This design comes from an exercise in tuning for small area on the open sky130 flow, not from production work. Only simulation tests tie the RTL to the original design; equivalence was not proved. The clock input has no modelled driver; a real chip could not lean on it and would need a root buffer or a full tree.

==> inputs of 12-16 <==
// ame_sobel_filter
module ame_sobel_filter #(
    parameter LINE_DATA_BITS = 7,
    parameter COMP_DATA_BITS = 8
) (
    input logic clk_i,
    input logic rst_n_i,
    input  logic comp_init_i,
    output logic comp_done_o,
    input logic [5:0] [LINE_DATA_BITS-1:0] line_data_i,
    output logic [3:0] [3:0] [COMP_DATA_BITS-1:0] comp_data_o
);
clock: 5.0 ns
lec_check: 0
cap_margin: 0
core_margin: 2
core_utilization: 60
gpl_timing_driven: 0
slew_margin: 0
standard.sh (not shown) runs the stock make flow with config.mk's settings and CLKGATE_MAP_FILE= SYNTH_SCRIPT=/design/flow/synth_recipe.tcl, a recipe that flattens the netlist after the stock synthesis.
==> flow/flow/run.sh <==
#!/bin/bash
# The standard layout, with three changes:
#  - after the standard synthesis, flow/pol2.py re-picks the polarity of the
#    full adders and gates to drop inverters (registers untouched); Yosys
#    proves the new netlist equivalent to the standard one, and the standard
#    netlist is kept if that proof fails;
#  - the port buffers are the smallest buffer;
#  - the clock tree uses small buffers and no dummy loads.
set -u
export BUFFER_PORTS_ARGS="-buffer_cell sky130_fd_sc_hd__buf_1"
export CTS_ARGS="-sink_clustering_enable -repair_clock_nets -dont_use_dummy_load -buf_list {sky130_fd_sc_hd__clkbuf_8} -sink_clustering_size 30 -sink_clustering_max_diameter 100"
LIB=$FLOW_HOME/platforms/sky130hd/lib/sky130_fd_sc_hd__tt_025C_1v80.lib
R=orfs/results/sky130hd/ame_sobel_filter/base

bash standard.sh synth > synth.log 2>&1 || exit 1

cp $R/1_2_yosys.v std_netlist.v
if python3 flow/pol2.py $LIB std_netlist.v pol_netlist.v > pol.log 2>&1; then
    yosys -p "read_liberty -ignore_miss_func $LIB; read_verilog std_netlist.v; rename $FLOW_TOP gold; read_verilog pol_netlist.v; rename $FLOW_TOP gate; flatten; rename -hide gate/w:_* gate/w:*.*; async2sync; opt_clean; equiv_make gold gate eq; hierarchy -top eq; equiv_simple -undef; equiv_induct -undef; equiv_status -assert" > equiv.log 2>&1
    if [ $? -eq 0 ]; then
        echo "using the re-polarised netlist" >> pol.log
        cp pol_netlist.v $R/1_2_yosys.v
        touch $R/1_2_yosys.v
    else
        echo "equivalence failed: keeping the standard netlist" >> pol.log
    fi
fi

bash standard.sh > standard.log 2>&1
Other scripts of this flow, unchanged in this note and not shown: flow/flow/pol2.py
==> 11-24: changes against 12-16 <==
--- a/flow/flow/run.sh
+++ b/flow/flow/run.sh
@@ -5,10 +5,11 @@
 #    proves the new netlist equivalent to the standard one, and the standard
 #    netlist is kept if that proof fails;
 #  - the port buffers are the smallest buffer;
-#  - the clock tree uses small buffers and no dummy loads.
+#  - the clock tree is two levels of buffers built by flow/mycts.tcl: a root
+#    buffer on the clock port and one leaf buffer per cluster of registers.
 set -u
 export BUFFER_PORTS_ARGS="-buffer_cell sky130_fd_sc_hd__buf_1"
-export CTS_ARGS="-sink_clustering_enable -repair_clock_nets -dont_use_dummy_load -buf_list {sky130_fd_sc_hd__clkbuf_8} -sink_clustering_size 30 -sink_clustering_max_diameter 100"
+export PRE_CTS_TCL="$(pwd)/flow/mycts.tcl"
 LIB=$FLOW_HOME/platforms/sky130hd/lib/sky130_fd_sc_hd__tt_025C_1v80.lib
 R=orfs/results/sky130hd/ame_sobel_filter/base
 
==> flow/flow/mycts.tcl (new file) <==
# Replaces clock_tree_synthesis with a two-level clock tree: one root buffer
# on the clock port driving one leaf buffer per cluster of registers, the
# clusters found by k-means on the register positions. Sourced as PRE_CTS_TCL.
rename clock_tree_synthesis orfs_clock_tree_synthesis
proc clock_tree_synthesis { args } {
  set leaf_cell [expr { [info exists ::env(MYCTS_LEAF)] ? $::env(MYCTS_LEAF) : "sky130_fd_sc_hd__clkbuf_8" }]
  set root_cell [expr { [info exists ::env(MYCTS_ROOT)] ? $::env(MYCTS_ROOT) : "sky130_fd_sc_hd__clkbuf_8" }]
  set per_leaf  [expr { [info exists ::env(MYCTS_PER_LEAF)] ? $::env(MYCTS_PER_LEAF) : 15 }]
  set db [ord::get_db]
  set block [ord::get_db_block]
  set clk_name [get_name [lindex [get_property [lindex [all_clocks] 0] sources] 0]]
  set clk_net [$block findNet $clk_name]
  # sinks: every instance pin on the clock net
  set sinks {}
  foreach it [$clk_net getITerms] {
    set bb [[$it getInst] getBBox]
    lappend sinks [list $it [expr { ([$bb xMin] + [$bb xMax]) / 2.0 }] [expr { ([$bb yMin] + [$bb yMax]) / 2.0 }]]
  }
  set n [llength $sinks]
  set k [expr { max(1, int(ceil(double($n) / $per_leaf))) }]
  # k-means, seeded along the sorted x positions
  set sorted [lsort -real -index 1 $sinks]
  set cx {}; set cy {}
  for { set i 0 } { $i < $k } { incr i } {
    set s [lindex $sorted [expr { int(($i + 0.5) * $n / $k) }]]
    lappend cx [lindex $s 1]; lappend cy [lindex $s 2]
  }
  for { set iter 0 } { $iter < 30 } { incr iter } {
    set sx [lrepeat $k 0.0]; set sy [lrepeat $k 0.0]; set sn [lrepeat $k 0]
    # balanced assignment: nearest free cluster, closest pairs first
    set cap [expr { int(ceil(double($n) / $k)) }]
    set pairs {}
    set j 0
    foreach s $sinks {
      for { set i 0 } { $i < $k } { incr i } {
        lappend pairs [list $j $i [expr { abs([lindex $s 1] - [lindex $cx $i]) + abs([lindex $s 2] - [lindex $cy $i]) }]]
      }
      incr j
    }
    set assign [lrepeat $n -1]
    foreach pr [lsort -real -index 2 $pairs] {
      lassign $pr j i d
      if { [lindex $assign $j] >= 0 || [lindex $sn $i] >= $cap } { continue }
      lset assign $j $i
      set s [lindex $sinks $j]
      lset sx $i [expr { [lindex $sx $i] + [lindex $s 1] }]
      lset sy $i [expr { [lindex $sy $i] + [lindex $s 2] }]
      lset sn $i [expr { [lindex $sn $i] + 1 }]
    }
    for { set i 0 } { $i < $k } { incr i } {
      if { [lindex $sn $i] > 0 } {
        lset cx $i [expr { [lindex $sx $i] / [lindex $sn $i] }]
        lset cy $i [expr { [lindex $sy $i] / [lindex $sn $i] }]
      }
    }
  }
  # root buffer at the centre of the leaves
  set rx 0.0; set ry 0.0
  for { set i 0 } { $i < $k } { incr i } { set rx [expr { $rx + [lindex $cx $i] / $k }]; set ry [expr { $ry + [lindex $cy $i] / $k }] }
  set root [odb::dbInst_create $block [$db findMaster $root_cell] clkbuf_root_$clk_name]
  $root setLocation [expr { int($rx) }] [expr { int($ry) }]
  $root setPlacementStatus PLACED
  set root_net [odb::dbNet_create $block clknet_root_$clk_name]
  $root_net setSigType CLOCK
  [$root findITerm A] connect $clk_net
  [$root findITerm X] connect $root_net
  set leaf_nets {}
  for { set i 0 } { $i < $k } { incr i } {
    set leaf [odb::dbInst_create $block [$db findMaster $leaf_cell] clkbuf_leaf_${i}_$clk_name]
    $leaf setLocation [expr { int([lindex $cx $i]) }] [expr { int([lindex $cy $i]) }]
    $leaf setPlacementStatus PLACED
    set net [odb::dbNet_create $block clknet_leaf_${i}_$clk_name]
    $net setSigType CLOCK
    [$leaf findITerm A] connect $root_net
    [$leaf findITerm X] connect $net
    lappend leaf_nets $net
  }
  foreach s $sinks a $assign {
    set it [lindex $s 0]
    $it disconnect
    $it connect [lindex $leaf_nets $a]
  }
  puts "mycts: $n sinks, $k leaf buffers ($leaf_cell), root $root_cell"
  set_propagated_clock [all_clocks]
}
Settings changed: CAP_MARGIN 0 to 20, CORE_UTILIZATION 60 to 65, GPL_TIMING_DRIVEN 0 to not set, SLEW_MARGIN 0 to 20.
==> 10-20: changes against 12-16 <==
--- a/flow/flow/run.sh
+++ b/flow/flow/run.sh
@@ -5,10 +5,11 @@
 #    proves the new netlist equivalent to the standard one, and the standard
 #    netlist is kept if that proof fails;
 #  - the port buffers are the smallest buffer;
-#  - the clock tree uses small buffers and no dummy loads.
+#  - the clock tree is two levels of buffers built by flow/mycts.tcl: a root
+#    buffer on the clock port and one leaf buffer per cluster of registers.
 set -u
 export BUFFER_PORTS_ARGS="-buffer_cell sky130_fd_sc_hd__buf_1"
-export CTS_ARGS="-sink_clustering_enable -repair_clock_nets -dont_use_dummy_load -buf_list {sky130_fd_sc_hd__clkbuf_8} -sink_clustering_size 30 -sink_clustering_max_diameter 100"
+export PRE_CTS_TCL="$(pwd)/flow/mycts.tcl"
 LIB=$FLOW_HOME/platforms/sky130hd/lib/sky130_fd_sc_hd__tt_025C_1v80.lib
 R=orfs/results/sky130hd/ame_sobel_filter/base
 
==> flow/flow/mycts.tcl (new file) <==
# Replaces clock_tree_synthesis with a two-level clock tree: one root buffer
# on the clock port driving one leaf buffer per cluster of registers, the
# clusters found by k-means on the register positions. Sourced as PRE_CTS_TCL.
rename clock_tree_synthesis orfs_clock_tree_synthesis
proc clock_tree_synthesis { args } {
  set leaf_cell [expr { [info exists ::env(MYCTS_LEAF)] ? $::env(MYCTS_LEAF) : "sky130_fd_sc_hd__clkbuf_8" }]
  set root_cell [expr { [info exists ::env(MYCTS_ROOT)] ? $::env(MYCTS_ROOT) : "sky130_fd_sc_hd__clkbuf_8" }]
  set per_leaf  [expr { [info exists ::env(MYCTS_PER_LEAF)] ? $::env(MYCTS_PER_LEAF) : 15 }]
  set db [ord::get_db]
  set block [ord::get_db_block]
  set clk_name [get_name [lindex [get_property [lindex [all_clocks] 0] sources] 0]]
  set clk_net [$block findNet $clk_name]
  # sinks: every instance pin on the clock net
  set sinks {}
  foreach it [$clk_net getITerms] {
    set bb [[$it getInst] getBBox]
    lappend sinks [list $it [expr { ([$bb xMin] + [$bb xMax]) / 2.0 }] [expr { ([$bb yMin] + [$bb yMax]) / 2.0 }]]
  }
  set n [llength $sinks]
  set k [expr { max(1, int(ceil(double($n) / $per_leaf))) }]
  # k-means, seeded along the sorted x positions
  set sorted [lsort -real -index 1 $sinks]
  set cx {}; set cy {}
  for { set i 0 } { $i < $k } { incr i } {
    set s [lindex $sorted [expr { int(($i + 0.5) * $n / $k) }]]
    lappend cx [lindex $s 1]; lappend cy [lindex $s 2]
  }
  for { set iter 0 } { $iter < 30 } { incr iter } {
    set sx [lrepeat $k 0.0]; set sy [lrepeat $k 0.0]; set sn [lrepeat $k 0]
    # balanced assignment: nearest free cluster, closest pairs first
    set cap [expr { int(ceil(double($n) / $k)) }]
    set pairs {}
    set j 0
    foreach s $sinks {
      for { set i 0 } { $i < $k } { incr i } {
        lappend pairs [list $j $i [expr { abs([lindex $s 1] - [lindex $cx $i]) + abs([lindex $s 2] - [lindex $cy $i]) }]]
      }
      incr j
    }
    set assign [lrepeat $n -1]
    foreach pr [lsort -real -index 2 $pairs] {
      lassign $pr j i d
      if { [lindex $assign $j] >= 0 || [lindex $sn $i] >= $cap } { continue }
      lset assign $j $i
      set s [lindex $sinks $j]
      lset sx $i [expr { [lindex $sx $i] + [lindex $s 1] }]
      lset sy $i [expr { [lindex $sy $i] + [lindex $s 2] }]
      lset sn $i [expr { [lindex $sn $i] + 1 }]
    }
    for { set i 0 } { $i < $k } { incr i } {
      if { [lindex $sn $i] > 0 } {
        lset cx $i [expr { [lindex $sx $i] / [lindex $sn $i] }]
        lset cy $i [expr { [lindex $sy $i] / [lindex $sn $i] }]
      }
    }
  }
  # root buffer at the centre of the leaves
  set rx 0.0; set ry 0.0
  for { set i 0 } { $i < $k } { incr i } { set rx [expr { $rx + [lindex $cx $i] / $k }]; set ry [expr { $ry + [lindex $cy $i] / $k }] }
  set root [odb::dbInst_create $block [$db findMaster $root_cell] clkbuf_root_$clk_name]
  $root setLocation [expr { int($rx) }] [expr { int($ry) }]
  $root setPlacementStatus PLACED
  set root_net [odb::dbNet_create $block clknet_root_$clk_name]
  $root_net setSigType CLOCK
  [$root findITerm A] connect $clk_net
  [$root findITerm X] connect $root_net
  set leaf_nets {}
  for { set i 0 } { $i < $k } { incr i } {
    set leaf [odb::dbInst_create $block [$db findMaster $leaf_cell] clkbuf_leaf_${i}_$clk_name]
    $leaf setLocation [expr { int([lindex $cx $i]) }] [expr { int([lindex $cy $i]) }]
    $leaf setPlacementStatus PLACED
    set net [odb::dbNet_create $block clknet_leaf_${i}_$clk_name]
    $net setSigType CLOCK
    [$leaf findITerm A] connect $root_net
    [$leaf findITerm X] connect $net
    lappend leaf_nets $net
  }
  foreach s $sinks a $assign {
    set it [lindex $s 0]
    $it disconnect
    $it connect [lindex $leaf_nets $a]
  }
  puts "mycts: $n sinks, $k leaf buffers ($leaf_cell), root $root_cell"
  set_propagated_clock [all_clocks]
}
Settings changed: CAP_MARGIN 0 to 20, CORE_UTILIZATION 60 to 50, GPL_TIMING_DRIVEN 0 to not set, SLEW_MARGIN 0 to 20.
==> qor summary <==
|  | 10-20 | 12-16 | 11-24 |
|---|---|---|---|
| Footprint of the flip-flops and latches | 2670 um2 | 2660 um2 | 2670 um2 |
| Half-perimeter wire length of the detailed placement result | 9150 um | 8930 um | 8910 um |
| Worst-case setup slack after placement | -0.376 ns | -0.542 ns | -0.374 ns |
| Multi-input gate share of the layout cell area | 40.7% | 40.5% | 40.9% |
| Global Route met3 Usage | 3.04% | 6.66% | 2.95% |
| Destination of the worst hold path | comp_data[3] | comp_data[64] | comp_data[68] |
| Insertion delay to the later sink of the worst-skew pair | 0.42 ns | 0.42 ns | 0.39 ns |
| R2r worst-path depth | 14 | 15 | 14 |
| Outcome | complete, no violations | complete, no violations | complete, no violations |
| Detail-routed net length per standard cell | 16.0 um | 17.3 um | 16.4 um |
In 11-24 and 10-20 the design's own scripts or RTL, not TritonCTS, make the clock network.

[static timing again, ports no longer ideal]
How much do the figures lean on ideal ports? The routed layouts below were timed once more, with nothing changed but the port constraints. Step 1: set_driving_cell puts a clkbuf_16 on clk_i and a buf_2 on each other input, an assumption about the parent block. Step 2 times the ports against the registers' clock, not the clock port: input delays grow and output delays shrink by t, the midpoint of the rising clock arrivals with the driver on. Slacks: ideal / step 1 / step 2; pairs: ideal / step 1.
| run | shift t [ns] | slack for setup (ns) | worst data-port slew with drivers (ns) |
|---|---|---|---|
| 12-16 | 0.445 | 0.172 / 0.172 / -0.233 | 0.05 |
| 11-24 | 0.419 | 0.165 / 0.175 / -0.244 | 0.05 |
| 10-20 | 0.440 | 0.147 / 0.142 / -0.298 | 0.04 |
With both steps, setup timing fails in every run listed, where it was met with ideal ports. The setup slack of 10-20, which loses most, moves by -0.005 ns with the drivers and by -0.445 ns with both steps.
